Context: an optimization exercise on an open-source flow, tuned for small area. The choices shown serve that exercise and are no tape-out recipe.
Only simulation tests tie the RTL to the original design; equivalence was not proved.
Power and IR drop assume default switching activity.

==> flow/design.v <==
module Fc_Lane (
    input clk,
    input rstn,
    input ena,
    input ena_add,
    input pv,
    input sel0,
    input sel1,
    input sel2,
    input hold_q,
    input [7:0] in_data,
    input [7:0] weight,
    input [7:0] bias,
    output [7:0] result
);
reg [7:0] d;
reg [7:0] w;
always @( posedge clk ) begin
    d <= in_data;
    w <= weight;
end
wire [7:0] dg = d & {8{pv}};
wire [7:0] bs = bias;
reg [23:0] acc;
reg [23:0] b;
reg [23:0] r;
reg [7:0] q;
reg [7:0] s1;
reg [7:0] s2;
wire [23:0] acc_n;
wire [23:0] b_n;
wire [7:0] q_n;
    wire pp0 = dg[0] & w[0];
    wire pp1 = dg[0] & w[1];
    wire pp2 = dg[0] & w[2];
    wire pp3 = dg[0] & w[3];
    wire pp4 = dg[0] & w[4];
    wire pp5 = dg[0] & w[5];
    wire pp6 = dg[0] & w[6];
    wire pn7 = ~(dg[0] & w[7]);
    wire pp8 = dg[1] & w[0];
    wire pp9 = dg[1] & w[1];
    wire pp10 = dg[1] & w[2];
    wire pp11 = dg[1] & w[3];
    wire pp12 = dg[1] & w[4];
    wire pp13 = dg[1] & w[5];
    wire pp14 = dg[1] & w[6];
    wire pn15 = ~(dg[1] & w[7]);
    wire pp16 = dg[2] & w[0];
    wire pp17 = dg[2] & w[1];
    wire pp18 = dg[2] & w[2];
    wire pp19 = dg[2] & w[3];
    wire pp20 = dg[2] & w[4];
    wire pp21 = dg[2] & w[5];
    wire pp22 = dg[2] & w[6];
    wire pn23 = ~(dg[2] & w[7]);
    wire pp24 = dg[3] & w[0];
    wire pp25 = dg[3] & w[1];
    wire pp26 = dg[3] & w[2];
    wire pp27 = dg[3] & w[3];
    wire pp28 = dg[3] & w[4];
    wire pp29 = dg[3] & w[5];
    wire pp30 = dg[3] & w[6];
    wire pn31 = ~(dg[3] & w[7]);
    wire pp32 = dg[4] & w[0];
    wire pp33 = dg[4] & w[1];
    wire pp34 = dg[4] & w[2];
    wire pp35 = dg[4] & w[3];
    wire pp36 = dg[4] & w[4];
    wire pp37 = dg[4] & w[5];
    wire pp38 = dg[4] & w[6];
    wire pn39 = ~(dg[4] & w[7]);
    wire pp40 = dg[5] & w[0];
    wire pp41 = dg[5] & w[1];
    wire pp42 = dg[5] & w[2];
    wire pp43 = dg[5] & w[3];
    wire pp44 = dg[5] & w[4];
    wire pp45 = dg[5] & w[5];
    wire pp46 = dg[5] & w[6];
    wire pn47 = ~(dg[5] & w[7]);
    wire pp48 = dg[6] & w[0];
    wire pp49 = dg[6] & w[1];
    wire pp50 = dg[6] & w[2];
    wire pp51 = dg[6] & w[3];
    wire pp52 = dg[6] & w[4];
    wire pp53 = dg[6] & w[5];
    wire pp54 = dg[6] & w[6];
    wire pn55 = ~(dg[6] & w[7]);
    wire pp56 = dg[7] & w[0];
    wire pp57 = dg[7] & w[1];
    wire pp58 = dg[7] & w[2];
    wire pp59 = dg[7] & w[3];
    wire pp60 = dg[7] & w[4];
    wire pp61 = dg[7] & w[5];
    wire pp62 = dg[7] & w[6];
    wire pn63 = ~(dg[7] & w[7]);
    wire ag64 = acc[0] & ena_add;
    wire ag65 = acc[1] & ena_add;
    wire ag66 = acc[2] & ena_add;
    wire ag67 = acc[3] & ena_add;
    wire ag68 = acc[4] & ena_add;
    wire ag69 = acc[5] & ena_add;
    wire ag70 = acc[6] & ena_add;
    wire ag71 = acc[7] & ena_add;
    wire ag72 = acc[8] & ena_add;
    wire ag73 = acc[9] & ena_add;
    wire ag74 = acc[10] & ena_add;
    wire ag75 = acc[11] & ena_add;
    wire ag76 = acc[12] & ena_add;
    wire ag77 = acc[13] & ena_add;
    wire ag78 = acc[14] & ena_add;
    wire ag79 = acc[15] & ena_add;
    wire ag80 = acc[16] & ena_add;
    wire ag81 = acc[17] & ena_add;
    wire ag82 = acc[18] & ena_add;
    wire ag83 = acc[19] & ena_add;
    wire ag84 = acc[20] & ena_add;
    wire ag85 = acc[21] & ena_add;
    wire ag86 = acc[22] & ena_add;
    wire ag87 = acc[23] & ena_add;
    wire s88 = 1'b1 ^ pn7;
    wire c89 = 1'b1 & pn7;
    wire s90 = pp12 ^ pp19;
    wire c91 = pp12 & pp19;
    wire s92 = pp13 ^ pp20 ^ pp27;
    wire c93 = (pp13 & pp20) | (pp27 & (pp13 ^ pp20));
    wire s94 = pp34 ^ pp41;
    wire c95 = pp34 & pp41;
    wire s96 = pp14 ^ pp21 ^ pp28;
    wire c97 = (pp14 & pp21) | (pp28 & (pp14 ^ pp21));
    wire s98 = pp35 ^ pp42 ^ pp49;
    wire c99 = (pp35 & pp42) | (pp49 & (pp35 ^ pp42));
    wire s100 = pp56 ^ s88;
    wire c101 = pp56 & s88;
    wire s102 = pn15 ^ pp22 ^ pp29;
    wire c103 = (pn15 & pp22) | (pp29 & (pn15 ^ pp22));
    wire s104 = pp36 ^ pp43 ^ pp50;
    wire c105 = (pp36 & pp43) | (pp50 & (pp36 ^ pp43));
    wire s106 = pp57 ^ c89 ^ ag72;
    wire c107 = (pp57 & c89) | (ag72 & (pp57 ^ c89));
    wire s108 = pn23 ^ pp30 ^ pp37;
    wire c109 = (pn23 & pp30) | (pp37 & (pn23 ^ pp30));
    wire s110 = pp44 ^ pp51 ^ pp58;
    wire c111 = (pp44 & pp51) | (pp58 & (pp44 ^ pp51));
    wire s112 = pn31 ^ pp38 ^ pp45;
    wire c113 = (pn31 & pp38) | (pp45 & (pn31 ^ pp38));
    wire s114 = pp10 ^ pp17;
    wire c115 = pp10 & pp17;
    wire s116 = pp11 ^ pp18 ^ pp25;
    wire c117 = (pp11 & pp18) | (pp25 & (pp11 ^ pp18));
    wire s118 = pp32 ^ pp4;
    wire c119 = pp32 & pp4;
    wire s120 = pp26 ^ pp33 ^ pp40;
    wire c121 = (pp26 & pp33) | (pp40 & (pp26 ^ pp33));
    wire s122 = pp5 ^ s90 ^ ag69;
    wire c123 = (pp5 & s90) | (ag69 & (pp5 ^ s90));
    wire s124 = pp48 ^ pp6 ^ c91;
    wire c125 = (pp48 & pp6) | (c91 & (pp48 ^ pp6));
    wire s126 = s94 ^ s92 ^ ag70;
    wire c127 = (s94 & s92) | (ag70 & (s94 ^ s92));
    wire s128 = c95 ^ c93 ^ s96;
    wire c129 = (c95 & c93) | (s96 & (c95 ^ c93));
    wire s130 = s98 ^ s100 ^ ag71;
    wire c131 = (s98 & s100) | (ag71 & (s98 ^ s100));
    wire s132 = c97 ^ c99 ^ s102;
    wire c133 = (c97 & c99) | (s102 & (c97 ^ c99));
    wire s134 = s104 ^ c101 ^ s106;
    wire c135 = (s104 & c101) | (s106 & (s104 ^ c101));
    wire s136 = c103 ^ c105 ^ s108;
    wire c137 = (c103 & c105) | (s108 & (c103 ^ c105));
    wire s138 = s110 ^ ag73 ^ c107;
    wire c139 = (s110 & ag73) | (c107 & (s110 ^ ag73));
    wire s140 = pp52 ^ pp59 ^ c109;
    wire c141 = (pp52 & pp59) | (c109 & (pp52 ^ pp59));
    wire s142 = c111 ^ s112 ^ ag74;
    wire c143 = (c111 & s112) | (ag74 & (c111 ^ s112));
    wire s144 = pn39 ^ pp46 ^ pp53;
    wire c145 = (pn39 & pp46) | (pp53 & (pn39 ^ pp46));
    wire s146 = pp60 ^ c113 ^ ag75;
    wire c147 = (pp60 & c113) | (ag75 & (pp60 ^ c113));
    wire s148 = pn47 ^ pp54 ^ pp61;
    wire c149 = (pn47 & pp54) | (pp61 & (pn47 ^ pp54));
    wire s150 = pp16 ^ pp2;
    wire c151 = pp16 & pp2;
    wire s152 = pp24 ^ pp3 ^ s114;
    wire c153 = (pp24 & pp3) | (s114 & (pp24 ^ pp3));
    wire s154 = c115 ^ s118 ^ s116;
    wire c155 = (c115 & s118) | (s116 & (c115 ^ s118));
    wire s156 = c119 ^ c117 ^ s120;
    wire c157 = (c119 & c117) | (s120 & (c119 ^ c117));
    wire s158 = c121 ^ s124 ^ c123;
    wire c159 = (c121 & s124) | (c123 & (c121 ^ s124));
    wire s160 = c125 ^ s128 ^ c127;
    wire c161 = (c125 & s128) | (c127 & (c125 ^ s128));
    wire s162 = c129 ^ s132 ^ c131;
    wire c163 = (c129 & s132) | (c131 & (c129 ^ s132));
    wire s164 = c133 ^ s136 ^ c135;
    wire c165 = (c133 & s136) | (c135 & (c133 ^ s136));
    wire s166 = c137 ^ s140 ^ s142;
    wire c167 = (c137 & s140) | (s142 & (c137 ^ s140));
    wire s168 = s144 ^ c141 ^ c143;
    wire c169 = (s144 & c141) | (c143 & (s144 ^ c141));
    wire s170 = c145 ^ s148 ^ ag76;
    wire c171 = (c145 & s148) | (ag76 & (c145 ^ s148));
    wire s172 = pn55 ^ pp62 ^ c149;
    wire c173 = (pn55 & pp62) | (c149 & (pn55 ^ pp62));
    wire s174 = pp1 ^ pp8;
    wire c175 = pp1 & pp8;
    wire s176 = pp9 ^ s150 ^ ag66;
    wire c177 = (pp9 & s150) | (ag66 & (pp9 ^ s150));
    wire s178 = c151 ^ s152 ^ ag67;
    wire c179 = (c151 & s152) | (ag67 & (c151 ^ s152));
    wire s180 = c153 ^ s154 ^ ag68;
    wire c181 = (c153 & s154) | (ag68 & (c153 ^ s154));
    wire s182 = c155 ^ s156 ^ s122;
    wire c183 = (c155 & s156) | (s122 & (c155 ^ s156));
    wire s184 = c157 ^ s126 ^ s158;
    wire c185 = (c157 & s126) | (s158 & (c157 ^ s126));
    wire s186 = s130 ^ c159 ^ s160;
    wire c187 = (s130 & c159) | (s160 & (s130 ^ c159));
    wire s188 = c161 ^ s162 ^ s134;
    wire c189 = (c161 & s162) | (s134 & (c161 ^ s162));
    wire s190 = c163 ^ s138 ^ s164;
    wire c191 = (c163 & s138) | (s164 & (c163 ^ s138));
    wire s192 = c139 ^ s166 ^ c165;
    wire c193 = (c139 & s166) | (c165 & (c139 ^ s166));
    wire s194 = s146 ^ c167 ^ s168;
    wire c195 = (s146 & c167) | (s168 & (s146 ^ c167));
    wire s196 = c147 ^ s170 ^ c169;
    wire c197 = (c147 & s170) | (c169 & (c147 ^ s170));
    wire s198 = s172 ^ ag77 ^ c171;
    wire c199 = (s172 & ag77) | (c171 & (s172 ^ ag77));
    wire s200 = pn63 ^ c173 ^ ag78;
    wire c201 = (pn63 & c173) | (ag78 & (pn63 ^ c173));
    wire s202 = 1'b1 ^ ag79;
    wire c203 = 1'b1 & ag79;
    wire s204 = 1'b1 ^ ag80;
    wire c205 = 1'b1 & ag80;
    wire s206 = 1'b1 ^ ag81;
    wire c207 = 1'b1 & ag81;
    wire s208 = 1'b1 ^ ag82;
    wire c209 = 1'b1 & ag82;
    wire s210 = 1'b1 ^ ag83;
    wire c211 = 1'b1 & ag83;
    wire s212 = 1'b1 ^ ag84;
    wire c213 = 1'b1 & ag84;
    wire s214 = 1'b1 ^ ag85;
    wire c215 = 1'b1 & ag85;
    wire s216 = 1'b1 ^ ag86;
    wire c217 = 1'b1 & ag86;
    wire s218 = 1'b1 ^ ag87;
    wire c219 = 1'b1 & ag87;
    wire s220 = pp0 ^ ag64;
    wire c221 = pp0 & ag64;
    wire s222 = s174 ^ ag65;
    wire c223 = s174 & ag65;
    wire s224 = c175 ^ s176;
    wire c225 = c175 & s176;
    wire s226 = c177 ^ s178;
    wire c227 = c177 & s178;
    wire s228 = c179 ^ s180;
    wire c229 = c179 & s180;
    wire s230 = c181 ^ s182;
    wire c231 = c181 & s182;
    wire s232 = c183 ^ s184;
    wire c233 = c183 & s184;
    wire s234 = c185 ^ s186;
    wire c235 = c185 & s186;
    wire s236 = c187 ^ s188;
    wire c237 = c187 & s188;
    wire s238 = c189 ^ s190;
    wire c239 = c189 & s190;
    wire s240 = c191 ^ s192;
    wire c241 = c191 & s192;
    wire s242 = c193 ^ s194;
    wire c243 = c193 & s194;
    wire s244 = c195 ^ s196;
    wire c245 = c195 & s196;
    wire s246 = c197 ^ s198;
    wire c247 = c197 & s198;
    wire s248 = c199 ^ s200;
    wire c249 = c199 & s200;
    wire s250 = c201 ^ s202;
    wire c251 = c201 & s202;
    wire s252 = c203 ^ s204;
    wire c253 = c203 & s204;
    wire s254 = c205 ^ s206;
    wire c255 = c205 & s206;
    wire s256 = c207 ^ s208;
    wire c257 = c207 & s208;
    wire s258 = c209 ^ s210;
    wire c259 = c209 & s210;
    wire s260 = c211 ^ s212;
    wire c261 = c211 & s212;
    wire s262 = c213 ^ s214;
    wire c263 = c213 & s214;
    wire s264 = c215 ^ s216;
    wire c265 = c215 & s216;
    wire s266 = c217 ^ s218;
    wire c267 = c217 & s218;
    wire g268 = c223 | (s222 & c221);
    wire p269 = s222 & s220;
    wire g270 = c227 | (s226 & c225);
    wire p271 = s226 & s224;
    wire g272 = c231 | (s230 & c229);
    wire p273 = s230 & s228;
    wire g274 = c235 | (s234 & c233);
    wire p275 = s234 & s232;
    wire g276 = c239 | (s238 & c237);
    wire p277 = s238 & s236;
    wire g278 = c243 | (s242 & c241);
    wire p279 = s242 & s240;
    wire g280 = c247 | (s246 & c245);
    wire p281 = s246 & s244;
    wire g282 = c251 | (s250 & c249);
    wire p283 = s250 & s248;
    wire g284 = c255 | (s254 & c253);
    wire p285 = s254 & s252;
    wire g286 = c259 | (s258 & c257);
    wire p287 = s258 & s256;
    wire g288 = c263 | (s262 & c261);
    wire p289 = s262 & s260;
    wire g290 = c267 | (s266 & c265);
    wire p291 = s266 & s264;
    wire g292 = c225 | (s224 & g268);
    wire p293 = s224 & p269;
    wire g294 = g270 | (p271 & g268);
    wire p295 = p271 & p269;
    wire g296 = c233 | (s232 & g272);
    wire p297 = s232 & p273;
    wire g298 = g274 | (p275 & g272);
    wire p299 = p275 & p273;
    wire g300 = c241 | (s240 & g276);
    wire p301 = s240 & p277;
    wire g302 = g278 | (p279 & g276);
    wire p303 = p279 & p277;
    wire g304 = c249 | (s248 & g280);
    wire p305 = s248 & p281;
    wire g306 = g282 | (p283 & g280);
    wire p307 = p283 & p281;
    wire g308 = c257 | (s256 & g284);
    wire p309 = s256 & p285;
    wire g310 = g286 | (p287 & g284);
    wire p311 = p287 & p285;
    wire g312 = c265 | (s264 & g288);
    wire p313 = s264 & p289;
    wire g314 = g290 | (p291 & g288);
    wire p315 = p291 & p289;
    wire g316 = c229 | (s228 & g294);
    wire p317 = s228 & p295;
    wire g318 = g272 | (p273 & g294);
    wire p319 = p273 & p295;
    wire g320 = g296 | (p297 & g294);
    wire p321 = p297 & p295;
    wire g322 = g298 | (p299 & g294);
    wire p323 = p299 & p295;
    wire g324 = c245 | (s244 & g302);
    wire p325 = s244 & p303;
    wire g326 = g280 | (p281 & g302);
    wire p327 = p281 & p303;
    wire g328 = g304 | (p305 & g302);
    wire p329 = p305 & p303;
    wire g330 = g306 | (p307 & g302);
    wire p331 = p307 & p303;
    wire g332 = c261 | (s260 & g310);
    wire p333 = s260 & p311;
    wire g334 = g288 | (p289 & g310);
    wire p335 = p289 & p311;
    wire g336 = g312 | (p313 & g310);
    wire p337 = p313 & p311;
    wire g338 = g314 | (p315 & g310);
    wire p339 = p315 & p311;
    wire g340 = c237 | (s236 & g322);
    wire p341 = s236 & p323;
    wire g342 = g276 | (p277 & g322);
    wire p343 = p277 & p323;
    wire g344 = g300 | (p301 & g322);
    wire p345 = p301 & p323;
    wire g346 = g302 | (p303 & g322);
    wire p347 = p303 & p323;
    wire g348 = g324 | (p325 & g322);
    wire p349 = p325 & p323;
    wire g350 = g326 | (p327 & g322);
    wire p351 = p327 & p323;
    wire g352 = g328 | (p329 & g322);
    wire p353 = p329 & p323;
    wire g354 = g330 | (p331 & g322);
    wire p355 = p331 & p323;
    wire g356 = c253 | (s252 & g354);
    wire p357 = s252 & p355;
    wire g358 = g284 | (p285 & g354);
    wire p359 = p285 & p355;
    wire g360 = g308 | (p309 & g354);
    wire p361 = p309 & p355;
    wire g362 = g310 | (p311 & g354);
    wire p363 = p311 & p355;
    wire g364 = g332 | (p333 & g354);
    wire p365 = p333 & p355;
    wire g366 = g334 | (p335 & g354);
    wire p367 = p335 & p355;
    wire g368 = g336 | (p337 & g354);
    wire p369 = p337 & p355;
    wire g370 = g338 | (p339 & g354);
    wire p371 = p339 & p355;
    wire s372 = s222 ^ c221;
    wire s373 = s224 ^ g268;
    wire s374 = s226 ^ g292;
    wire s375 = s228 ^ g294;
    wire s376 = s230 ^ g316;
    wire s377 = s232 ^ g318;
    wire s378 = s234 ^ g320;
    wire s379 = s236 ^ g322;
    wire s380 = s238 ^ g340;
    wire s381 = s240 ^ g342;
    wire s382 = s242 ^ g344;
    wire s383 = s244 ^ g346;
    wire s384 = s246 ^ g348;
    wire s385 = s248 ^ g350;
    wire s386 = s250 ^ g352;
    wire s387 = s252 ^ g354;
    wire s388 = s254 ^ g356;
    wire s389 = s256 ^ g358;
    wire s390 = s258 ^ g360;
    wire s391 = s260 ^ g362;
    wire s392 = s262 ^ g364;
    wire s393 = s264 ^ g366;
    wire s394 = s266 ^ g368;
    assign acc_n = {s394, s393, s392, s391, s390, s389, s388, s387, s386, s385, s384, s383, s382, s381, s380, s379, s378, s377, s376, s375, s374, s373, s372, s220};
    wire s395 = acc[0] ^ bs[0];
    wire c396 = acc[0] & bs[0];
    wire s397 = acc[1] ^ bs[1];
    wire c398 = acc[1] & bs[1];
    wire s399 = acc[2] ^ bs[2];
    wire c400 = acc[2] & bs[2];
    wire s401 = acc[3] ^ bs[3];
    wire c402 = acc[3] & bs[3];
    wire s403 = acc[4] ^ bs[4];
    wire c404 = acc[4] & bs[4];
    wire s405 = acc[5] ^ bs[5];
    wire c406 = acc[5] & bs[5];
    wire s407 = acc[6] ^ bs[6];
    wire c408 = acc[6] & bs[6];
    wire s409 = acc[7] ^ bs[7];
    wire c410 = acc[7] & bs[7];
    wire g411 = c398 | (s397 & c396);
    wire p412 = s397 & s395;
    wire g413 = c402 | (s401 & c400);
    wire p414 = s401 & s399;
    wire g415 = c406 | (s405 & c404);
    wire p416 = s405 & s403;
    wire g417 = c410 | (s409 & c408);
    wire p418 = s409 & s407;
    wire g419 = c400 | (s399 & g411);
    wire p420 = s399 & p412;
    wire g421 = g413 | (p414 & g411);
    wire p422 = p414 & p412;
    wire g423 = c408 | (s407 & g415);
    wire p424 = s407 & p416;
    wire g425 = g417 | (p418 & g415);
    wire p426 = p418 & p416;
    wire g427 = c404 | (s403 & g421);
    wire p428 = s403 & p422;
    wire g429 = g415 | (p416 & g421);
    wire p430 = p416 & p422;
    wire g431 = g423 | (p424 & g421);
    wire p432 = p424 & p422;
    wire g433 = g425 | (p426 & g421);
    wire p434 = p426 & p422;
    wire s435 = s397 ^ c396;
    wire s436 = s399 ^ g411;
    wire s437 = s401 ^ g419;
    wire s438 = s403 ^ g421;
    wire s439 = s405 ^ g427;
    wire s440 = s407 ^ g429;
    wire s441 = s409 ^ g431;
    wire inc442 = g433 & ~bs[7];
    wire dec443 = ~g433 & bs[7];
    wire s444 = acc[8] ^ (inc442 | dec443);
    wire s445 = acc[9] ^ ((inc442 & acc[8]) | (dec443 & ~acc[8]));
    wire on446 = acc[8] & acc[9];
    wire ze447 = ~acc[8] & ~acc[9];
    wire s448 = acc[10] ^ ((inc442 & on446) | (dec443 & ze447));
    wire on449 = on446 & acc[10];
    wire ze450 = ze447 & ~acc[10];
    wire s451 = acc[11] ^ ((inc442 & on449) | (dec443 & ze450));
    wire on452 = on449 & acc[11];
    wire ze453 = ze450 & ~acc[11];
    wire s454 = acc[12] ^ ((inc442 & on452) | (dec443 & ze453));
    wire on455 = on452 & acc[12];
    wire ze456 = ze453 & ~acc[12];
    wire s457 = acc[13] ^ ((inc442 & on455) | (dec443 & ze456));
    wire on458 = on455 & acc[13];
    wire ze459 = ze456 & ~acc[13];
    wire s460 = acc[14] ^ ((inc442 & on458) | (dec443 & ze459));
    wire on461 = on458 & acc[14];
    wire ze462 = ze459 & ~acc[14];
    wire s463 = acc[15] ^ ((inc442 & on461) | (dec443 & ze462));
    wire on464 = on461 & acc[15];
    wire ze465 = ze462 & ~acc[15];
    wire s466 = acc[16] ^ ((inc442 & on464) | (dec443 & ze465));
    wire on467 = on464 & acc[16];
    wire ze468 = ze465 & ~acc[16];
    wire s469 = acc[17] ^ ((inc442 & on467) | (dec443 & ze468));
    wire on470 = on467 & acc[17];
    wire ze471 = ze468 & ~acc[17];
    wire s472 = acc[18] ^ ((inc442 & on470) | (dec443 & ze471));
    wire on473 = on470 & acc[18];
    wire ze474 = ze471 & ~acc[18];
    wire s475 = acc[19] ^ ((inc442 & on473) | (dec443 & ze474));
    wire on476 = on473 & acc[19];
    wire ze477 = ze474 & ~acc[19];
    wire s478 = acc[20] ^ ((inc442 & on476) | (dec443 & ze477));
    wire on479 = on476 & acc[20];
    wire ze480 = ze477 & ~acc[20];
    wire s481 = acc[21] ^ ((inc442 & on479) | (dec443 & ze480));
    wire on482 = on479 & acc[21];
    wire ze483 = ze480 & ~acc[21];
    wire s484 = acc[22] ^ ((inc442 & on482) | (dec443 & ze483));
    wire on485 = on482 & acc[22];
    wire ze486 = ze483 & ~acc[22];
    wire s487 = acc[23] ^ ((inc442 & on485) | (dec443 & ze486));
    wire on488 = on485 & acc[23];
    wire ze489 = ze486 & ~acc[23];
    assign b_n = {s487, s484, s481, s478, s475, s472, s469, s466, s463, s460, s457, s454, s451, s448, s445, s444, s441, s440, s439, s438, s437, s436, s435, s395};
    wire m490 = sel0 & r[0];
    wire m491 = (sel0 & r[0]);
    wire m492 = sel0 & r[1];
    wire m493 = (sel0 & r[1]);
    wire m494 = sel0 & r[2];
    wire m495 = (sel0 & r[2]) | (sel1 & r[0]);
    wire m496 = sel0 & r[3];
    wire m497 = (sel1 & r[0]);
    wire m498 = (sel0 & r[3]) | (sel1 & r[1]);
    wire m499 = sel0 & r[4];
    wire m500 = (sel1 & r[1]) | (sel2 & r[0]);
    wire m501 = (sel0 & r[4]) | (sel1 & r[2]);
    wire m502 = sel0 & r[5];
    wire m503 = (sel0 & r[0]) | (sel1 & r[2]) | (sel2 & r[1]);
    wire m504 = (sel0 & r[5]) | (sel1 & r[3]);
    wire m505 = sel0 & r[6];
    wire m506 = (sel0 & r[1]) | (sel1 & r[3]) | (sel2 & r[2]);
    wire m507 = (sel0 & r[6]) | (sel1 & r[4]);
    wire m508 = sel0 & r[7];
    wire m509 = (sel0 & r[2]) | (sel1 & r[4]) | (sel2 & r[3]);
    wire m510 = (sel0 & r[7]) | (sel1 & r[5]);
    wire m511 = sel0 & r[8];
    wire m512 = (sel0 & r[3]) | (sel1 & r[5]) | (sel2 & r[4]);
    wire m513 = (sel0 & r[8]) | (sel1 & r[6]);
    wire m514 = sel0 & r[9];
    wire m515 = (sel0 & r[4]) | (sel1 & r[6]) | (sel2 & r[5]);
    wire m516 = (sel0 & r[9]) | (sel1 & r[7]);
    wire m517 = sel0 & r[10];
    wire m518 = (sel0 & r[5]) | (sel1 & r[7]) | (sel2 & r[6]);
    wire m519 = (sel0 & r[10]) | (sel1 & r[8]);
    wire m520 = sel0 & r[11];
    wire m521 = (sel0 & r[6]) | (sel1 & r[8]) | (sel2 & r[7]);
    wire m522 = (sel0 & r[11]) | (sel1 & r[9]);
    wire m523 = sel0 & r[12];
    wire m524 = (sel0 & r[7]) | (sel1 & r[9]) | (sel2 & r[8]);
    wire m525 = (sel0 & r[12]) | (sel1 & r[10]);
    wire m526 = sel0 & r[13];
    wire m527 = (sel0 & r[8]) | (sel1 & r[10]) | (sel2 & r[9]);
    wire m528 = (sel0 & r[13]) | (sel1 & r[11]);
    wire m529 = sel0 & r[14];
    wire m530 = (sel0 & r[9]) | (sel1 & r[11]) | (sel2 & r[10]);
    wire m531 = (sel0 & r[14]) | (sel1 & r[12]);
    wire m532 = sel0 & r[15];
    wire m533 = (sel0 & r[10]) | (sel1 & r[12]) | (sel2 & r[11]);
    wire m534 = (sel0 & r[15]) | (sel1 & r[13]);
    wire m535 = sel0 & r[16];
    wire m536 = (sel0 & r[11]) | (sel1 & r[13]) | (sel2 & r[12]);
    wire m537 = (sel0 & r[16]) | (sel1 & r[14]);
    wire m538 = sel0 & r[17];
    wire m539 = (sel0 & r[12]) | (sel1 & r[14]) | (sel2 & r[13]);
    wire m540 = (sel0 & r[17]) | (sel1 & r[15]);
    wire m541 = sel0 & r[18];
    wire m542 = (sel0 & r[13]) | (sel1 & r[15]) | (sel2 & r[14]);
    wire m543 = (sel0 & r[18]) | (sel1 & r[16]);
    wire m544 = sel0 & r[19];
    wire m545 = (sel0 & r[14]) | (sel1 & r[16]) | (sel2 & r[15]);
    wire m546 = (sel0 & r[19]) | (sel1 & r[17]);
    wire m547 = sel0 & r[20];
    wire m548 = (sel0 & r[15]) | (sel1 & r[17]) | (sel2 & r[16]);
    wire m549 = (sel0 & r[20]) | (sel1 & r[18]);
    wire m550 = sel0 & r[21];
    wire m551 = (sel0 & r[16]) | (sel1 & r[18]) | (sel2 & r[17]);
    wire m552 = (sel0 & r[21]) | (sel1 & r[19]);
    wire m553 = sel0 & r[22];
    wire m554 = (sel0 & r[17]) | (sel1 & r[19]) | (sel2 & r[18]);
    wire m555 = (sel0 & r[22]) | (sel1 & r[20]);
    wire s556 = r[0] ^ r[5];
    wire c557 = r[0] & r[5];
    wire s558 = r[1] ^ r[6] ^ m509;
    wire c559 = (r[1] & r[6]) | (m509 & (r[1] ^ r[6]));
    wire s560 = r[2] ^ r[7] ^ m512;
    wire c561 = (r[2] & r[7]) | (m512 & (r[2] ^ r[7]));
    wire s562 = r[3] ^ r[8] ^ m515;
    wire c563 = (r[3] & r[8]) | (m515 & (r[3] ^ r[8]));
    wire s564 = r[4] ^ r[9] ^ m518;
    wire c565 = (r[4] & r[9]) | (m518 & (r[4] ^ r[9]));
    wire s566 = r[10] ^ r[5] ^ m521;
    wire c567 = (r[10] & r[5]) | (m521 & (r[10] ^ r[5]));
    wire s568 = r[11] ^ r[6] ^ m524;
    wire c569 = (r[11] & r[6]) | (m524 & (r[11] ^ r[6]));
    wire s570 = r[12] ^ r[7] ^ m527;
    wire c571 = (r[12] & r[7]) | (m527 & (r[12] ^ r[7]));
    wire s572 = 1'b1 ^ r[13] ^ r[8];
    wire c573 = (1'b1 & r[13]) | (r[8] & (1'b1 ^ r[13]));
    wire s574 = m530 ^ m531;
    wire c575 = m530 & m531;
    wire s576 = r[14] ^ r[9] ^ m533;
    wire c577 = (r[14] & r[9]) | (m533 & (r[14] ^ r[9]));
    wire s578 = m534 ^ m535;
    wire c579 = m534 & m535;
    wire s580 = r[10] ^ r[15] ^ m536;
    wire c581 = (r[10] & r[15]) | (m536 & (r[10] ^ r[15]));
    wire s582 = m537 ^ m538;
    wire c583 = m537 & m538;
    wire s584 = r[11] ^ r[16] ^ m539;
    wire c585 = (r[11] & r[16]) | (m539 & (r[11] ^ r[16]));
    wire s586 = m540 ^ m541;
    wire c587 = m540 & m541;
    wire s588 = r[12] ^ r[17] ^ m542;
    wire c589 = (r[12] & r[17]) | (m542 & (r[12] ^ r[17]));
    wire s590 = m543 ^ m544;
    wire c591 = m543 & m544;
    wire s592 = r[13] ^ r[18] ^ m545;
    wire c593 = (r[13] & r[18]) | (m545 & (r[13] ^ r[18]));
    wire s594 = m546 ^ m547;
    wire c595 = m546 & m547;
    wire s596 = r[14] ^ r[19] ^ m548;
    wire c597 = (r[14] & r[19]) | (m548 & (r[14] ^ r[19]));
    wire s598 = m549 ^ m550;
    wire c599 = m549 & m550;
    wire s600 = r[15] ^ r[20] ^ m551;
    wire c601 = (r[15] & r[20]) | (m551 & (r[15] ^ r[20]));
    wire s602 = m552 ^ m553;
    wire c603 = m552 & m553;
    wire s604 = r[16] ^ r[21] ^ m554;
    wire c605 = (r[16] & r[21]) | (m554 & (r[16] ^ r[21]));
    wire s606 = r[2] ^ m497;
    wire c607 = r[2] & m497;
    wire s608 = r[3] ^ m500 ^ m501;
    wire c609 = (r[3] & m500) | (m501 & (r[3] ^ m500));
    wire s610 = r[4] ^ m503 ^ m504;
    wire c611 = (r[4] & m503) | (m504 & (r[4] ^ m503));
    wire s612 = s556 ^ m506 ^ m507;
    wire c613 = (s556 & m506) | (m507 & (s556 ^ m506));
    wire s614 = c557 ^ m510 ^ m511;
    wire c615 = (c557 & m510) | (m511 & (c557 ^ m510));
    wire s616 = m513 ^ m514 ^ c559;
    wire c617 = (m513 & m514) | (c559 & (m513 ^ m514));
    wire s618 = m516 ^ m517 ^ c561;
    wire c619 = (m516 & m517) | (c561 & (m516 ^ m517));
    wire s620 = m519 ^ m520 ^ c563;
    wire c621 = (m519 & m520) | (c563 & (m519 ^ m520));
    wire s622 = m522 ^ m523 ^ c565;
    wire c623 = (m522 & m523) | (c565 & (m522 ^ m523));
    wire s624 = m525 ^ m526 ^ c567;
    wire c625 = (m525 & m526) | (c567 & (m525 ^ m526));
    wire s626 = m528 ^ m529 ^ c569;
    wire c627 = (m528 & m529) | (c569 & (m528 ^ m529));
    wire s628 = s572 ^ m532 ^ s574;
    wire c629 = (s572 & m532) | (s574 & (s572 ^ m532));
    wire s630 = c573 ^ c575 ^ s578;
    wire c631 = (c573 & c575) | (s578 & (c573 ^ c575));
    wire s632 = c579 ^ s582 ^ c577;
    wire c633 = (c579 & s582) | (c577 & (c579 ^ s582));
    wire s634 = c583 ^ s586 ^ c581;
    wire c635 = (c583 & s586) | (c581 & (c583 ^ s586));
    wire s636 = c587 ^ s590 ^ c585;
    wire c637 = (c587 & s590) | (c585 & (c587 ^ s590));
    wire s638 = c591 ^ s594 ^ c589;
    wire c639 = (c591 & s594) | (c589 & (c591 ^ s594));
    wire s640 = c595 ^ s598 ^ c593;
    wire c641 = (c595 & s598) | (c593 & (c595 ^ s598));
    wire s642 = c599 ^ s602 ^ c597;
    wire c643 = (c599 & s602) | (c597 & (c599 ^ s602));
    wire s644 = m555 ^ c603 ^ c601;
    wire c645 = (m555 & c603) | (c601 & (m555 ^ c603));
    wire s646 = r[0] ^ m493;
    wire c647 = r[0] & m493;
    wire s648 = r[1] ^ m495 ^ m496;
    wire c649 = (r[1] & m495) | (m496 & (r[1] ^ m495));
    wire s650 = m498 ^ m499 ^ s606;
    wire c651 = (m498 & m499) | (s606 & (m498 ^ m499));
    wire s652 = m502 ^ c607 ^ s608;
    wire c653 = (m502 & c607) | (s608 & (m502 ^ c607));
    wire s654 = m505 ^ c609 ^ s610;
    wire c655 = (m505 & c609) | (s610 & (m505 ^ c609));
    wire s656 = m508 ^ c611 ^ s612;
    wire c657 = (m508 & c611) | (s612 & (m508 ^ c611));
    wire s658 = c613 ^ s558 ^ s614;
    wire c659 = (c613 & s558) | (s614 & (c613 ^ s558));
    wire s660 = c615 ^ s560 ^ s616;
    wire c661 = (c615 & s560) | (s616 & (c615 ^ s560));
    wire s662 = s562 ^ c617 ^ s618;
    wire c663 = (s562 & c617) | (s618 & (s562 ^ c617));
    wire s664 = s564 ^ c619 ^ s620;
    wire c665 = (s564 & c619) | (s620 & (s564 ^ c619));
    wire s666 = s566 ^ c621 ^ s622;
    wire c667 = (s566 & c621) | (s622 & (s566 ^ c621));
    wire s668 = s568 ^ c623 ^ s624;
    wire c669 = (s568 & c623) | (s624 & (s568 ^ c623));
    wire s670 = s570 ^ c625 ^ s626;
    wire c671 = (s570 & c625) | (s626 & (s570 ^ c625));
    wire s672 = c571 ^ s628 ^ c627;
    wire c673 = (c571 & s628) | (c627 & (c571 ^ s628));
    wire s674 = s576 ^ c629 ^ s630;
    wire c675 = (s576 & c629) | (s630 & (s576 ^ c629));
    wire s676 = s580 ^ c631 ^ s632;
    wire c677 = (s580 & c631) | (s632 & (s580 ^ c631));
    wire s678 = s584 ^ c633 ^ s634;
    wire c679 = (s584 & c633) | (s634 & (s584 ^ c633));
    wire s680 = s588 ^ c635 ^ s636;
    wire c681 = (s588 & c635) | (s636 & (s588 ^ c635));
    wire s682 = s592 ^ c637 ^ s638;
    wire c683 = (s592 & c637) | (s638 & (s592 ^ c637));
    wire s684 = s596 ^ c639 ^ s640;
    wire c685 = (s596 & c639) | (s640 & (s596 ^ c639));
    wire s686 = s600 ^ c641 ^ s642;
    wire c687 = (s600 & c641) | (s642 & (s600 ^ c641));
    wire s688 = s604 ^ c643 ^ s644;
    wire c689 = (s604 & c643) | (s644 & (s604 ^ c643));
    wire s690 = m491 ^ m492;
    wire c691 = m491 & m492;
    wire s692 = s646 ^ m494 ^ c691;
    wire c693 = (s646 & m494) | (c691 & (s646 ^ m494));
    wire s694 = c647 ^ s648 ^ c693;
    wire c695 = (c647 & s648) | (c693 & (c647 ^ s648));
    wire s696 = c649 ^ s650 ^ c695;
    wire c697 = (c649 & s650) | (c695 & (c649 ^ s650));
    wire s698 = c651 ^ s652 ^ c697;
    wire c699 = (c651 & s652) | (c697 & (c651 ^ s652));
    wire s700 = c653 ^ s654 ^ c699;
    wire c701 = (c653 & s654) | (c699 & (c653 ^ s654));
    wire s702 = c655 ^ s656 ^ c701;
    wire c703 = (c655 & s656) | (c701 & (c655 ^ s656));
    wire s704 = c657 ^ s658;
    wire c705 = c657 & s658;
    wire s706 = c659 ^ s660;
    wire c707 = c659 & s660;
    wire s708 = c661 ^ s662;
    wire c709 = c661 & s662;
    wire s710 = c663 ^ s664;
    wire c711 = c663 & s664;
    wire s712 = c665 ^ s666;
    wire c713 = c665 & s666;
    wire s714 = c667 ^ s668;
    wire c715 = c667 & s668;
    wire s716 = c669 ^ s670;
    wire c717 = c669 & s670;
    wire s718 = c671 ^ s672;
    wire c719 = c671 & s672;
    wire s720 = c673 ^ s674;
    wire c721 = c673 & s674;
    wire s722 = c675 ^ s676;
    wire c723 = c675 & s676;
    wire s724 = c677 ^ s678;
    wire c725 = c677 & s678;
    wire s726 = c679 ^ s680;
    wire c727 = c679 & s680;
    wire s728 = c681 ^ s682;
    wire c729 = c681 & s682;
    wire s730 = c683 ^ s684;
    wire c731 = c683 & s684;
    wire s732 = c685 ^ s686;
    wire c733 = c685 & s686;
    wire s734 = c687 ^ s688;
    wire c735 = c687 & s688;
    wire g736 = c705 | (s704 & c703);
    wire g737 = c707 | (s706 & g736);
    wire p738 = s706 & s704;
    wire g739 = c711 | (s710 & c709);
    wire p740 = s710 & s708;
    wire g741 = c715 | (s714 & c713);
    wire p742 = s714 & s712;
    wire g743 = c719 | (s718 & c717);
    wire p744 = s718 & s716;
    wire g745 = c723 | (s722 & c721);
    wire p746 = s722 & s720;
    wire g747 = c727 | (s726 & c725);
    wire p748 = s726 & s724;
    wire g749 = c731 | (s730 & c729);
    wire p750 = s730 & s728;
    wire g751 = c735 | (s734 & c733);
    wire p752 = s734 & s732;
    wire g753 = c709 | (s708 & g737);
    wire p754 = s708 & p738;
    wire g755 = g739 | (p740 & g737);
    wire p756 = p740 & p738;
    wire g757 = c717 | (s716 & g741);
    wire p758 = s716 & p742;
    wire g759 = g743 | (p744 & g741);
    wire p760 = p744 & p742;
    wire g761 = c725 | (s724 & g745);
    wire p762 = s724 & p746;
    wire g763 = g747 | (p748 & g745);
    wire p764 = p748 & p746;
    wire g765 = c733 | (s732 & g749);
    wire p766 = s732 & p750;
    wire g767 = g751 | (p752 & g749);
    wire p768 = p752 & p750;
    wire g769 = c713 | (s712 & g755);
    wire p770 = s712 & p756;
    wire g771 = g741 | (p742 & g755);
    wire p772 = p742 & p756;
    wire g773 = g757 | (p758 & g755);
    wire p774 = p758 & p756;
    wire g775 = g759 | (p760 & g755);
    wire p776 = p760 & p756;
    wire g777 = c729 | (s728 & g763);
    wire p778 = s728 & p764;
    wire g779 = g749 | (p750 & g763);
    wire p780 = p750 & p764;
    wire g781 = g765 | (p766 & g763);
    wire p782 = p766 & p764;
    wire g783 = g767 | (p768 & g763);
    wire p784 = p768 & p764;
    wire g785 = c721 | (s720 & g775);
    wire p786 = s720 & p776;
    wire g787 = g745 | (p746 & g775);
    wire p788 = p746 & p776;
    wire g789 = g761 | (p762 & g775);
    wire p790 = p762 & p776;
    wire g791 = g763 | (p764 & g775);
    wire p792 = p764 & p776;
    wire g793 = g777 | (p778 & g775);
    wire p794 = p778 & p776;
    wire g795 = g779 | (p780 & g775);
    wire p796 = p780 & p776;
    wire g797 = g781 | (p782 & g775);
    wire p798 = p782 & p776;
    wire g799 = g783 | (p784 & g775);
    wire p800 = p784 & p776;
    wire s801 = s704 ^ c703;
    wire s802 = s706 ^ g736;
    wire s803 = s708 ^ g737;
    wire s804 = s710 ^ g753;
    wire s805 = s712 ^ g755;
    wire s806 = s714 ^ g769;
    wire s807 = s716 ^ g771;
    wire s808 = s718 ^ g773;
    wire s809 = s720 ^ g775;
    wire s810 = s722 ^ g785;
    wire s811 = s724 ^ g787;
    wire s812 = s726 ^ g789;
    wire s813 = s728 ^ g791;
    wire s814 = s730 ^ g793;
    wire s815 = s732 ^ g795;
    wire s816 = s734 ^ g797;
    assign q_n = {s816, s815, s814, s813, s812, s811, s810, s809} & {8{~r[23]}};
always @( posedge clk or negedge rstn ) begin
    if ( !rstn ) acc <= '0;
    else acc <= acc_n;
end
always @( posedge clk or negedge rstn ) begin
    if ( !rstn ) begin
        b <= '0;
        r <= '0;
        q <= '0;
        s1 <= '0;
        s2 <= '0;
    end
    else if ( ena ) begin
        b <= b_n;
        r <= b;
        if ( !hold_q ) q <= q_n;
        s1 <= q;
        s2 <= s1;
    end
end
assign result = s2;
endmodule
module Full_Connect #
(
parameter BITWIDTH = 8,
parameter BITWIDTH_CAL = 24,
parameter NUM_PARA = 8
)
(
input clk,
input rstn,
input ena,
input ena_add,
input [1:0] select,
input [ NUM_PARA*BITWIDTH - 1 : 0 ] in_data,  
input [ NUM_PARA*BITWIDTH - 1 : 0 ] weight,  
input [ NUM_PARA*BITWIDTH - 1 : 0 ] bias,  
output [ NUM_PARA*BITWIDTH - 1 : 0 ] result  
);
reg pv;
always @( posedge clk or negedge rstn ) begin
    if ( !rstn ) pv <= 1'b0;
    else pv <= ena;
end
wire sel0 = ~select[1] & ~select[0];
wire sel1 = select[0];
wire sel2 = select[1];
wire hold_q = select[1] & select[0];
genvar i;
generate
for ( i = 0; i < NUM_PARA; i = i + 1 ) begin : lane
    Fc_Lane u (
        .clk(clk), .rstn(rstn), .ena(ena), .ena_add(ena_add), .pv(pv),
        .sel0(sel0), .sel1(sel1), .sel2(sel2), .hold_q(hold_q),
        .in_data(in_data[i*8 +: 8]), .weight(weight[i*8 +: 8]), .bias(bias[i*8 +: 8]),
        .result(result[i*8 +: 8])
    );
end
endgenerate
endmodule
==> flow/flow/run.sh <==
#!/bin/bash
# Own flow: the standard synthesis, then a netlist pass that removes
# inverters by choosing the polarity of full adders and of gates that have an
# inverted twin cell (flow/bubble.py), then the standard layout.
set -euo pipefail
R=orfs/results/sky130hd/Full_Connect/base
LIB=$FLOW_HOME/platforms/sky130hd/lib/sky130_fd_sc_hd__tt_025C_1v80.lib
bash standard.sh synth > synth.log 2>&1
cp $R/1_2_yosys.v $R/1_2_yosys_std.v
python3 flow/bubble.py $R/1_2_yosys_std.v $R/1_2_yosys.v $LIB > bubble.log 2>&1
touch $R/1_2_yosys.v
bash standard.sh finish > finish.log 2>&1
==> flow/flow/bubble.py <==
#!/usr/bin/env python3
"""Remove inverters in a Yosys netlist of sky130hd cells by choosing polarities.

Two kinds of cells can give their output in either polarity:
- fa_1 is self-dual: FA(~a, ~b, ~c) = (~cout, ~sum), so a full adder can be
  computed on complemented inputs, giving complemented outputs, at no cost;
- a single-output gate that has a twin cell with the same inputs and the
  complemented function (nand2/and2, a21oi/a21o, xor2/xnor2, mux2/mux2i, ...)
  can be swapped for that twin, at the difference in area.
The pass picks a polarity for each such cell (simulated annealing on total
area), then rebuilds the inverters: at most one per signal that some pin needs
in the complement of the polarity its driver gives. Registers, ports and the
logic function at every register input and output port are unchanged.

usage: bubble.py IN.v OUT.v LIBERTY
"""
import itertools
import math
import random
import re
import sys

INV = re.compile(r"^sky130_fd_sc_hd__inv_\d+$")
FA = "sky130_fd_sc_hd__fa_1"
OUT_PINS = {"X", "Y", "Q", "Q_N", "SUM", "COUT", "HI", "LO"}
INV_AREA = 3.7536


def read_lib(path):
    t = open(path).read()
    cells = {}
    for m in re.finditer(r'\n    cell \("(sky130_fd_sc_hd__\w+)"\) \{(.*?)\n    \}', t, re.S):
        name, body = m.group(1), m.group(2)
        area = float(re.search(r"\barea : ([\d.]+)", body).group(1))
        ins = []
        outs = []
        for pn, pb in re.findall(r'\n        pin \("(\w+)"\) \{(.*?)\n        \}', body, re.S):
            d = re.search(r'direction : "(\w+)"', pb)
            f = re.search(r'\bfunction : "([^"]*)"', pb)
            if not d:
                continue
            if d.group(1) == "input":
                ins.append(pn)
            elif d.group(1) == "output":
                outs.append((pn, f.group(1) if f else None))
        seq = "ff (" in body or "latch (" in body
        cells[name] = {"area": area, "ins": sorted(ins), "outs": outs, "seq": seq,
                       "dont": "dont_use : true" in body}
    return cells


def truth(func, ins):
    e = func.replace("!", " not ").replace("&", " and ").replace("|", " or ").replace("^", " != ")
    tt = []
    for vals in itertools.product([False, True], repeat=len(ins)):
        env = dict(zip(ins, vals))
        tt.append(bool(eval(e, {}, env)))
    return tuple(tt)


def twins(cells):
    """cell -> (twin cell, twin output pin) with complemented function."""
    bykey = {}
    for n, c in cells.items():
        if c["seq"] or len(c["outs"]) != 1 or c["outs"][0][1] is None or not c["ins"]:
            continue
        if "lpflow" in n or "probe" in n or c["dont"]:
            continue
        if len(c["ins"]) > 6:
            continue
        c["tt"] = truth(c["outs"][0][1], c["ins"])
        bykey.setdefault((tuple(c["ins"]), c["tt"]), []).append(n)
    res = {}
    for n, c in cells.items():
        if "tt" not in c:
            continue
        comp = tuple(not v for v in c["tt"])
        cand = bykey.get((tuple(c["ins"]), comp), [])
        if cand:
            best = min(cand, key=lambda x: cells[x]["area"])
            res[n] = (best, cells[best]["outs"][0][0])
    return res


def parse(text):
    m = re.search(r"^\s*(sky130_fd_sc_hd__\w+)\s", text, re.M)
    head = text[:m.start()]
    body = text[m.start():]
    end = body.rindex("endmodule")
    tail = body[end:]
    body = body[:end]
    cells = []
    for cm in re.finditer(r"(sky130_fd_sc_hd__\w+)\s+(\S+)\s*\((.*?)\);", body, re.S):
        pins = []
        for pm in re.finditer(r"\.(\w+)\(\s*((?:\\\S+\s)|[^()\s]+)\s*\)", cm.group(3)):
            pins.append([pm.group(1), pm.group(2).strip()])
        cells.append({"type": cm.group(1), "name": cm.group(2), "pins": pins})
    return head, cells, tail


def fmt_net(n):
    return n + " " if n.startswith("\\") else n


def main():
    lib = read_lib(sys.argv[3])
    tw = twins(lib)
    text = open(sys.argv[1]).read()
    head, cells, tail = parse(text)
    outputs = set()
    for m in re.finditer(r"^\s*output\s+(\[(\d+):(\d+)\]\s*)?(\S+);", head, re.M):
        if m.group(1):
            for i in range(int(m.group(3)), int(m.group(2)) + 1):
                outputs.add("%s[%d]" % (m.group(4), i))
        else:
            outputs.add(m.group(4))

    inv_of = {}
    for c in cells:
        if INV.match(c["type"]):
            p = dict(c["pins"])
            inv_of[p["Y"]] = p["A"]

    def root(n):
        par = 0
        seen = 0
        while n in inv_of:
            n = inv_of[n]
            par ^= 1
            seen += 1
            assert seen < 1000
        return n, par

    for o in outputs:
        assert o not in inv_of, "output port driven by an inverter: " + o

    others = [c for c in cells if not INV.match(c["type"])]
    var = []          # list of cells
    var_cost = []     # area change when flipped
    out_var = {}      # output net -> var index
    for c in others:
        if c["type"] == FA:
            v = len(var)
            var.append(c)
            var_cost.append(0.0)
            for pin, net in c["pins"]:
                if pin in ("SUM", "COUT"):
                    out_var[net] = v
        elif c["type"] in tw:
            outs = [net for pin, net in c["pins"] if pin in OUT_PINS]
            if len(outs) != 1 or outs[0] in outputs:
                continue
            v = len(var)
            var.append(c)
            var_cost.append(lib[tw[c["type"]][0]]["area"] - lib[c["type"]]["area"])
            out_var[outs[0]] = v
    var_index = {id(c): i for i, c in enumerate(var)}
    is_fa = [c["type"] == FA for c in var]

    cons = []
    for c in others:
        for k, (pin, net) in enumerate(c["pins"]):
            if pin in OUT_PINS:
                continue
            r, par = root(net)
            cons.append((c, k, r, par))
    flip = [0] * len(var)

    def phi(r):
        i = out_var.get(r)
        return flip[i] if i is not None else 0

    cnt = {}
    pins_of_var = [[] for _ in var]
    for j, (c, k, r, par) in enumerate(cons):
        cnt.setdefault(r, [0, 0])
        cnt[r][par] += 1
        i = var_index.get(id(c))
        if i is not None and is_fa[i]:
            pins_of_var[i].append(j)
    for o in outputs:
        cnt.setdefault(o, [0, 0])
        cnt[o][0] += 1
    outs_of_var = [[] for _ in var]
    for net, i in out_var.items():
        outs_of_var[i].append(net)

    def cost(r):
        c = cnt.get(r)
        if not c:
            return 0.0
        return INV_AREA if c[1 - phi(r)] > 0 else 0.0

    def apply_flip(i):
        for j in pins_of_var[i]:
            c, k, r, par = cons[j]
            q = par ^ flip[i]
            cnt[r][q] -= 1
            cnt[r][q ^ 1] += 1
        flip[i] ^= 1

    def flip_delta(i):
        roots = set(outs_of_var[i])
        for j in pins_of_var[i]:
            roots.add(cons[j][2])
        before = sum(cost(r) for r in roots) + (var_cost[i] if flip[i] else 0.0)
        apply_flip(i)
        after = sum(cost(r) for r in roots) + (var_cost[i] if flip[i] else 0.0)
        apply_flip(i)
        return after - before

    def total():
        return sum(cost(r) for r in cnt) + sum(var_cost[i] for i in range(len(var)) if flip[i])

    total0 = total()
    rng = random.Random(1)
    cur = total0
    best = cur
    best_flip = list(flip)
    n_it = 300 * max(1, len(var))
    for it in range(n_it):
        temp = 5.0 * (0.05 / 5.0) ** (it / n_it)
        i = rng.randrange(len(var))
        d = flip_delta(i)
        if d <= 0 or rng.random() < math.exp(-d / temp):
            apply_flip(i)
            cur += d
            if cur < best - 1e-9:
                best = cur
                best_flip = list(flip)
    for i in range(len(var)):
        if flip[i] != best_flip[i]:
            apply_flip(i)
    for it in range(50):
        changed = 0
        for i in range(len(var)):
            if flip_delta(i) < -1e-9:
                apply_flip(i)
                changed += 1
        if not changed:
            break
    total1 = total()

    new_inv = {}
    for j, (c, k, r, par) in enumerate(cons):
        i = var_index.get(id(c))
        q = par ^ (flip[i] if (i is not None and is_fa[i]) else 0)
        if q != phi(r):
            if r not in new_inv:
                new_inv[r] = "_bpinv%d_" % len(new_inv)
            c["pins"][k][1] = new_inv[r]
        else:
            c["pins"][k][1] = r
    nswap = 0
    for i, c in enumerate(var):
        if flip[i] and not is_fa[i]:
            t, opin = tw[c["type"]]
            c["type"] = t
            for p in c["pins"]:
                if p[0] in OUT_PINS:
                    p[0] = opin
            nswap += 1
    for o in outputs:
        assert phi(o) == 0
    out = [head]
    out.append("".join("  wire %s;\n" % n for n in new_inv.values()))
    for c in others:
        out.append("  %s %s (\n%s\n  );\n" % (c["type"], fmt_net(c["name"]),
                   ",\n".join("    .%s(%s)" % (p, fmt_net(n)) for p, n in c["pins"])))
    for r, n in new_inv.items():
        out.append("  sky130_fd_sc_hd__inv_1 %s (\n    .A(%s),\n    .Y(%s)\n  );\n" % (
            n.replace("inv", "invc"), fmt_net(r), n))
    out.append(tail)
    open(sys.argv[2], "w").write("".join(out))
    ninv = sum(1 for c in cells if INV.match(c["type"]))
    nfa = sum(is_fa)
    print("bubble: %d fa (%d flipped), %d twin gates (%d swapped); inverters %d -> %d; area %+.1f" % (
        nfa, sum(f for f, a in zip(flip, is_fa) if a), len(var) - nfa, nswap, ninv, len(new_inv),
        total1 - total0 - 0.0))


if __name__ == "__main__":
    main()
==> flow/standard.sh <==
#!/bin/bash
# synth_recipe.tcl (not shown) runs the flow's synth.tcl, then flattens the netlist and writes it again
# the make line also repeats each setting of config.mk as NAME=value (left out here)
make -C /OpenROAD-flow-scripts/flow DESIGN_CONFIG=/design/flow/config.mk WORK_HOME=/design/flow/orfs CLKGATE_MAP_FILE= SYNTH_SCRIPT=/design/flow/synth_recipe.tcl "${@:-finish}"
==> flow/config.mk <==
export PLATFORM = sky130hd
export DESIGN_NAME = Full_Connect
export DESIGN_NICKNAME = Full_Connect
export VERILOG_FILES = /design/flow/design.v
export SDC_FILE = /design/flow/constraint.sdc
export NUM_CORES = 4
export LEC_CHECK = 0
export CAP_MARGIN = 20
export CORE_MARGIN = 2
export CORE_UTILIZATION = 60
export CTS_BUF_LIST = sky130_fd_sc_hd__clkbuf_4 sky130_fd_sc_hd__clkbuf_8
export CTS_CLUSTER_DIAMETER = 60
export CTS_CLUSTER_SIZE = 30
export PLACE_DENSITY = 0.7
export SETUP_SLACK_MARGIN = 0.05
export SLEW_MARGIN = 20
==> flow/constraint.sdc <==
create_clock -name core_clock -period 6.0 [get_ports {clk}]
set_input_delay 1.2000 -clock core_clock [delete_from_list [all_inputs] [get_ports {clk}]]
set_output_delay 1.2000 -clock core_clock [all_outputs]
set_load 0.01 [all_outputs]
==> impl_table.tex, run 1 <==
\begin{tabular}{lr}
\hline
Metric & Value \\
\hline
\multicolumn{2}{l}{\textbf{Route}} \\
\quad Post-route DRC & 0 \\
\quad Via total after detailed routing & 49727 \\
\quad Total Routed Length & 165 mm \\
\quad WL/cell & 19.3 microns \\
\quad First drt pass iteration count & 6 \\
\quad Detailed router's first-iteration violation count & 3989 \\
\quad Number of antenna-violating nets in the routed design & 0 \\
\quad Via/cell ratio & 5.81 \\
\multicolumn{2}{l}{\textbf{Die}} \\
\quad Effective utilization at floorplan & 60.6\% \\
\quad Die height & 353 microns \\
\quad Area of the core & 120000 sq um \\
\quad Total number of placement rows & 127 \\
\quad Total die area & between 100000 and 150000 sq um \\
\quad Die Span X & 353 microns \\
\quad Boundary pin count & 262 \\
\multicolumn{2}{l}{\textbf{Run}} \\
\quad MaxCap Viol Count & 0 \\
\multicolumn{2}{l}{\textbf{Status}} \\
\quad Run status & timing/DRC/antenna clean \\
\multicolumn{2}{l}{\textbf{Global routing}} \\
\quad Number of antenna violations at the first check in global routing & 9 \\
\quad Grt total ovfl & 0 \\
\quad Maximum number of pins on one net before global-route repair & 163 \\
\quad Via count of the first global-routing pass & $\sim$51000 \\
\quad Global-route wire length before repair & 274 mm \\
\quad Combined global-route utilization of all metal layers & 27.3\% \\
\multicolumn{2}{l}{\textbf{Finish}} \\
\quad Area delta synth->final & 10.1\% \\
\quad Post-layout net count & 8497 \\
\quad Leading cell type in the layout, fill and taps excluded & fa\_1 \\
\quad Count of non-filler cells in the finished layout & 8556 \\
\quad Post-layout utilization of the core & 66.7\% \\
\quad Seq. cell area & approximately 22000 sq um \\
\quad Footprint of the multi-input gates & slightly below 50000 sq um \\
\quad Most frequent cells in the layout & fa\_1, dfrtp\_1, ha\_1 \\
\quad Fill cells & around 9400 \\
\quad Post-route standard cell area excluding fillers & 80300 sq um \\
\quad Fraction of final layout cells with drive strength greater than 1 & a little over 10\% \\
\multicolumn{2}{l}{\textbf{Setup path}} \\
\quad Highest-delay cell along the critical path & dfrtp\_4 \\
\quad Kind of cell adding the most delay to the critical path & adder cells \\
\quad Critical path buffers and inverters & 3 \\
\quad Critical path capture point type & flop \\
\quad Arrival time worst endpoint & 6.30 ns \\
\quad Cell-by-cell listing of the critical path & buf\_12, buf\_4, nand3\_1, fa\_1, fa\_1, fa\_1, fa\_1, ha\_1, a21oi\_1, o21bai\_1, a211oi\_1, a21oi\_1, buf\_4, a41o\_1, o211ai\_1, nand2b\_1, a21oi\_1, xnor2\_1 \\
\quad Nature of the critical path startpoint & flop \\
\quad CP Max Fanout & 51 \\
\quad Required @ worst endpoint & 6.75 ns \\
\quad Delay contributed by the slowest stage of the critical path & 0.61 ns \\
\quad Crit path top cell by count & fa\_1 \\
\quad Kind of critical path & flop to flop \\
\multicolumn{2}{l}{\textbf{Min path}} \\
\quad Worst min path class & input pin to asynchronous set/reset pin \\
\multicolumn{2}{l}{\textbf{Placed design}} \\
\quad Instance area at placement & 77900 sq um \\
\quad Worst slack at placement & -0.284 ns \\
\quad HPWL Detailed & 131 mm \\
\quad Cells after DPL & $\sim$8400 \\
\quad Gpl congestion & 0.892 \\
\quad Number of input and output port buffers inserted & approximately 260 \\
\multicolumn{2}{l}{\textbf{STA}} \\
\quad Fraction of the cycle the final worst path needs & 92.4\% \\
\quad Setup TNS & 0 ns \\
\quad Setup violations, final & 0 \\
\quad Transition time at the pin with the least slew margin & between 0.9 and 1 ns \\
\quad Unrepaired setup endpoints after global routing & no \\
\quad Clock tree skew after final layout & 0.0394 ns \\
\quad Timing-limited maximum frequency & 0.180 GHz \\
\quad Fin. Hold Viols & 0 \\
\quad Shortest period the worst path allows & 5.55 ns \\
\quad Number of slew-limit violations in the final report & 0 \\
\quad Max-slew headroom at the worst pin & 36.3\% \\
\quad Final WS setup & 0.453 ns \\
\multicolumn{2}{l}{\textbf{Clock network}} \\
\quad \# H-tree levels & 3 \\
\quad Worst-Skew Late Latency & 0.82 ns \\
\quad Sinks on the clock net & 897 \\
\quad CTS Buf Count & 92 \\
\quad Clock tree root buffer cell & clkbuf\_8 \\
\quad Bufs on Longest Clock Path & 3 \\
\quad Clock tree from TritonCTS & built \\
\quad Clock-pin slew of the registers on the worst-case setup and hold paths & 0.12 ns \\
\multicolumn{2}{l}{\textbf{Yosys}} \\
\quad Net Count, Synth & 8258 \\
\quad Cells after Synth & 6620 \\
\quad Post-Syn Area per Cell & 11.0 sq um \\
\quad Synthesis Warnings & 2 \\
\quad Post-synthesis instance area & around 73000 sq um \\
\multicolumn{2}{l}{\textbf{Power}} \\
\quad Relative contribution of combinational cells to total power & 66.2\% \\
\quad Standby leakage power & $\sim$40 nW \\
\quad Worst-case vdd ir drop & 0.397 mV \\
\quad Switching portion of total power & roughly 46\% \\
\quad Net switching component of the power & 22.1 mW \\
\quad Internal power of the cells & 26.1 mW \\
\quad Part of the power in registers & 23.9\% \\
\quad Clock network power share & 9.9\% \\
\quad P per Cell Area & 601 nW/um\^{}2 \\
\hline
\end{tabular}
-- registers in the layout, summed over array words and instances (netlist names), 64 cells and up --
| name | count |
|---|---|
| lane.u.s1 | 64 |
| lane.u.w | 64 |
| lane.u.b | 192 |
| lane.u.acc | 192 |
| lane.u.q | 64 |
| lane.u.s2 | 64 |
| lane.u.r | 192 |
| lane.u.d | 64 |
-- worst reg2reg max path: stages (launching register included) --
cell and delay (ns):
dfrtp_4 0.61, buf_12 0.27, buf_4 0.28, nand3_1 0.13, fa_1 0.59, fa_1 0.46
fa_1 0.49, fa_1 0.41, ha_1 0.35, a21oi_1 0.26, o21bai_1 0.10, a211oi_1 0.23
a21oi_1 0.13, buf_4 0.18, a41o_1 0.30, o211ai_1 0.24, nand2b_1 0.12, a21oi_1 0.19
xnor2_1 0.14
-- power groups by stage --
stage | logic (mW) | registers [mW] | clock network, mW
after floorplan | 24.7 | 10.4 | 0
after global placement | 30.7 | 11.5 | 0
after detailed placement | 31.8 | 11.6 | 0
after CTS | 32.1 | 11.5 | 4.91
after global routing | 36.5 | 11.9 | 5.16
final | 31.9 | 11.5 | 4.77
-- cell type report --
cell class,instances,share of cell area [%]
Timing Repair Buffer,405,4.93
Multi-Input combinational cell,5044,60.5
Clock inverter,73,1.23
Inverter,419,1.96
Sequential cell,897,27.2
Clock buffer,100,1.69
Antenna cell,6,0.0187
Tap cell,1612,2.51
-- stage by stage --
stage,hold WS [ns],power [mW]
after floorplan,0.438,35.0
after global placement,0.460,42.3
after detailed placement,0.468,43.5
after CTS,0.338,48.5
after global routing,0.400,53.6
final,0.369,48.2
-- what timing repair did --
item,in CTS,in global routing
hold buffers,0,0
setup endpoints to repair,0,4
hold endpoints to repair,0,0
buffers inserted,0,1
resized for setup,0,4
-- per-layer routing --
layer / vias up / track usage (%) / routed length (microns)
li1: 23244 / - / -
met1: 24995 / 42.5 / 80700
met2: 1323 / 40.3 / 71600
met3: 165 / 4.51 / 10200
met4: 0 / 5.33 / 2730
met5: - / 0 / 0
-- path summary, 6_finish.rpt --
kind / slack [ns] / end / start / depth (start not counted)
setup / recovery: 0.45 / lane[1].u.acc[22] / pv / 18
min in group core_clock: 0.47 / lane[0].u.r[14] / lane[0].u.b[14] / 2
max in group asynchronous: 4.18 / lane[4].u.acc[6] / rstn / 2
hold reg to reg: 0.47 / lane[0].u.r[14] / lane[0].u.b[14] / 2
setup reg to reg: 0.45 / lane[1].u.acc[22] / pv / 18
hold / removal: 0.37 / lane[1].u.s2[3] / rstn / 1
==> run 2, diff against run 1 <==
==> flow/flow/run.sh (replaced) <==
#!/bin/bash
# Own flow: the standard synthesis, then a netlist pass that removes
# inverters by choosing the polarity of full adders and of gates that have an
# inverted twin cell (flow/bubble.py), then the standard layout with
# smaller port buffers and a clock tree without dummy loads.
set -euo pipefail
R=orfs/results/sky130hd/Full_Connect/base
LIB=$FLOW_HOME/platforms/sky130hd/lib/sky130_fd_sc_hd__tt_025C_1v80.lib
bash standard.sh synth > synth.log 2>&1
cp $R/1_2_yosys.v $R/1_2_yosys_std.v
python3 flow/bubble.py $R/1_2_yosys_std.v $R/1_2_yosys.v $LIB > bubble.log 2>&1
touch $R/1_2_yosys.v
bash standard.sh finish \
  "BUFFER_PORTS_ARGS=-buffer_cell sky130_fd_sc_hd__buf_1" \
  "CTS_ARGS=-sink_clustering_enable -repair_clock_nets -sink_clustering_size 25 -sink_clustering_max_diameter 80 -buf_list sky130_fd_sc_hd__clkbuf_16 -dont_use_dummy_load" \
  > finish.log 2>&1
==> flow/config.mk (replaced) <==
export PLATFORM = sky130hd
export DESIGN_NAME = Full_Connect
export DESIGN_NICKNAME = Full_Connect
export VERILOG_FILES = /design/flow/design.v
export SDC_FILE = /design/flow/constraint.sdc
export NUM_CORES = 4
export LEC_CHECK = 0
export ABC_AREA = 1
export CAP_MARGIN = 20
export CORE_MARGIN = 2
export CORE_UTILIZATION = 78
export PLACE_DENSITY = 0.88
export SETUP_SLACK_MARGIN = 0.05
export SLEW_MARGIN = 20
==> run 2 against run 1 <==
  * Highest routed layer is now met5
  * Utilization rose by 16 points
  * Synthesized cell count increased by 20%
  * Final area down 5.0%
  * Largest power group unchanged
  * First-iteration DRC count rose by 34%
  * Worst hold slack improved by 0.096 ns
  * Synthesized area fell by 0.58%
  * Register-to-register slack lost 0.05 ns
  * Fmax decreased by 0.93%
  * Critical endpoint is now lane[1].u.acc[23]
  * Setup slack lost 0.052 ns
==> impl_table.tex, run 2 <==
\begin{tabular}{lr}
\hline
Metric & Value \\
\hline
\multicolumn{2}{l}{\textbf{Status}} \\
\quad Run status & timing/DRC/antenna clean \\
\multicolumn{2}{l}{\textbf{Die}} \\
\quad Area of the core & 91900 sq um \\
\quad Die height & 309 microns \\
\quad Effective utilization at floorplan & 78.8\% \\
\quad Total number of placement rows & 111 \\
\quad Die Span X & 309 microns \\
\multicolumn{2}{l}{\textbf{Yosys}} \\
\quad Synthesis Warnings & 2 \\
\quad Post-synthesis instance area & 72500 sq um \\
\quad Post-Syn Area per Cell & 9.10 sq um \\
\quad Net Count, Synth & 9604 \\
\multicolumn{2}{l}{\textbf{Run}} \\
\quad MaxCap Viol Count & 0 \\
\multicolumn{2}{l}{\textbf{Finish}} \\
\quad Post-layout net count & 9769 \\
\quad Leading cell type in the layout, fill and taps excluded & nand2\_1 \\
\quad Fraction of final layout cells with drive strength greater than 1 & 2.23\% \\
\quad Leading registers by flop count & lane.u.acc: 192 flops, lane.u.b: 192 flops, lane.u.r: 192 flops \\
\quad Most frequent cells in the layout & nand2\_1, inv\_1, fa\_1 \\
\quad Post-layout utilization of the core & roughly 83\% \\
\multicolumn{2}{l}{\textbf{STA}} \\
\quad Unrepaired setup endpoints after global routing & no \\
\quad Number of slew-limit violations in the final report & 0 \\
\quad Setup violations, final & 0 \\
\quad Transition time at the pin with the least slew margin & 1.14 ns \\
\quad Final WS setup & 0.401 ns \\
\quad Setup TNS & 0 ns \\
\quad Fraction of the cycle the final worst path needs & 93.3\% \\
\quad Clock tree skew after final layout & 0.0665 ns \\
\multicolumn{2}{l}{\textbf{Route}} \\
\quad Number of antenna-violating nets in the routed design & 0 \\
\quad Highest Signal Layer & met5 \\
\quad Detailed route wirelength on metal3 & about 18 mm \\
\quad Wire length on met2 & 84.8 mm \\
\quad Detailed router's first-iteration violation count & 5336 \\
\quad WL/cell & 19.7 microns \\
\quad First drt pass iteration count & 6 \\
\multicolumn{2}{l}{\textbf{Global routing}} \\
\quad Global-route wire length before repair & 299 mm \\
\quad Number of antenna violations at the first check in global routing & 15 \\
\multicolumn{2}{l}{\textbf{Clock network}} \\
\quad Clock-pin slew of the registers on the worst-case setup and hold paths & approximately 0.10 ns \\
\quad Bufs on Longest Clock Path & 3 \\
\quad Clock tree root buffer cell & clkbuf\_16 \\
\quad Cts-stage hold buffer count & 0 \\
\quad Number of buffers added for setup after CTS & 0 \\
\quad \# H-tree levels & 2 \\
\multicolumn{2}{l}{\textbf{Setup path}} \\
\quad CP Max Fanout & 18 \\
\quad Critical path capture point type & flop \\
\quad Nature of the critical path startpoint & flop \\
\multicolumn{2}{l}{\textbf{Power}} \\
\quad P per Cell Area & 552 nW/um\^{}2 \\
\quad Worst-case vdd ir drop & 0.357 mV \\
\quad Power, Total & 42.1 mW \\
\multicolumn{2}{l}{\textbf{Placed design}} \\
\quad Gpl congestion & 0.967 \\
\quad HPWL Detailed & 145 mm \\
\quad Number of input and output port buffers inserted & 261 \\
\hline
\end{tabular}
==> run 2: critical path, stage by stage (launching register included) <==
cell and delay [ns]:
dfrtp_4 0.64, buf_4 0.25, nand2_1 0.22, nor2_1 0.10, fa_1 0.59, fa_1 0.46
fa_1 0.55, fa_1 0.42, ha_1 0.28, inv_1 0.06, o21bai_1 0.36, a21oi_1 0.21
o21ai_0 0.40, a21o_1 0.24, nand2_1 0.08, nand2_1 0.12, nand3_1 0.13, nand3_1 0.11
o21ai_0 0.10, o21ai_0 0.09, nand2_1 0.07
==> run 2: where the power goes <==
part,internal (mW),total (mW),switching (mW),leakage (nW)
Clock,1.48,3.49,2.02,0.616
Sequential,8.34,10.6,2.29,10.5
Combinational,11.6,28.0,16.4,29.2
==> run 2: worst paths after layout <==
path                       cells past startpoint      startpoint           endpoint  slack [ns]
setup / recovery                              20              pv  lane[1].u.acc[23]        0.40
hold / removal                                 2  lane[5].u.b[5]     lane[5].u.r[5]        0.46
setup reg to reg                              20              pv  lane[1].u.acc[23]        0.40
hold reg to reg                                2  lane[5].u.b[5]     lane[5].u.r[5]        0.46
max in group asynchronous                      2            rstn     lane[5].u.q[2]        4.02
min in group asynchronous                      1            rstn   lane[5].u.acc[3]        0.62
==> run 2: repair_timing <==
item	CTS	global route
hold endpoints to repair	0	0
endpoints found under the setup margin	0	8
gates resized for setup	0	1
==> run 2: layer usage <==
layer	vias up	global-route usage, %
met5	-	0
met4	8	17.3
met3	503	8.78
met2	2594	62.9
met1	27489	54.7
li1	25354	-
==> run 2: final cells by class <==
class	count	area, sq um
tap	1243	1560
multi-input combinational	5897	46300
sequential	897	21800
timing repair buffer	328	1720
inverter	957	3600
clock buffer	50	1250
fill	5639	15700
antenna	10	25.0

Check on run 2: ideal ports give 0.401 ns setup slack; a clkbuf_16 on the clock port and buf_2 on the inputs give 0.401 ns; moving port delays by the midpoint clock arrival (0.731 ns) as well gives 0.038 ns.
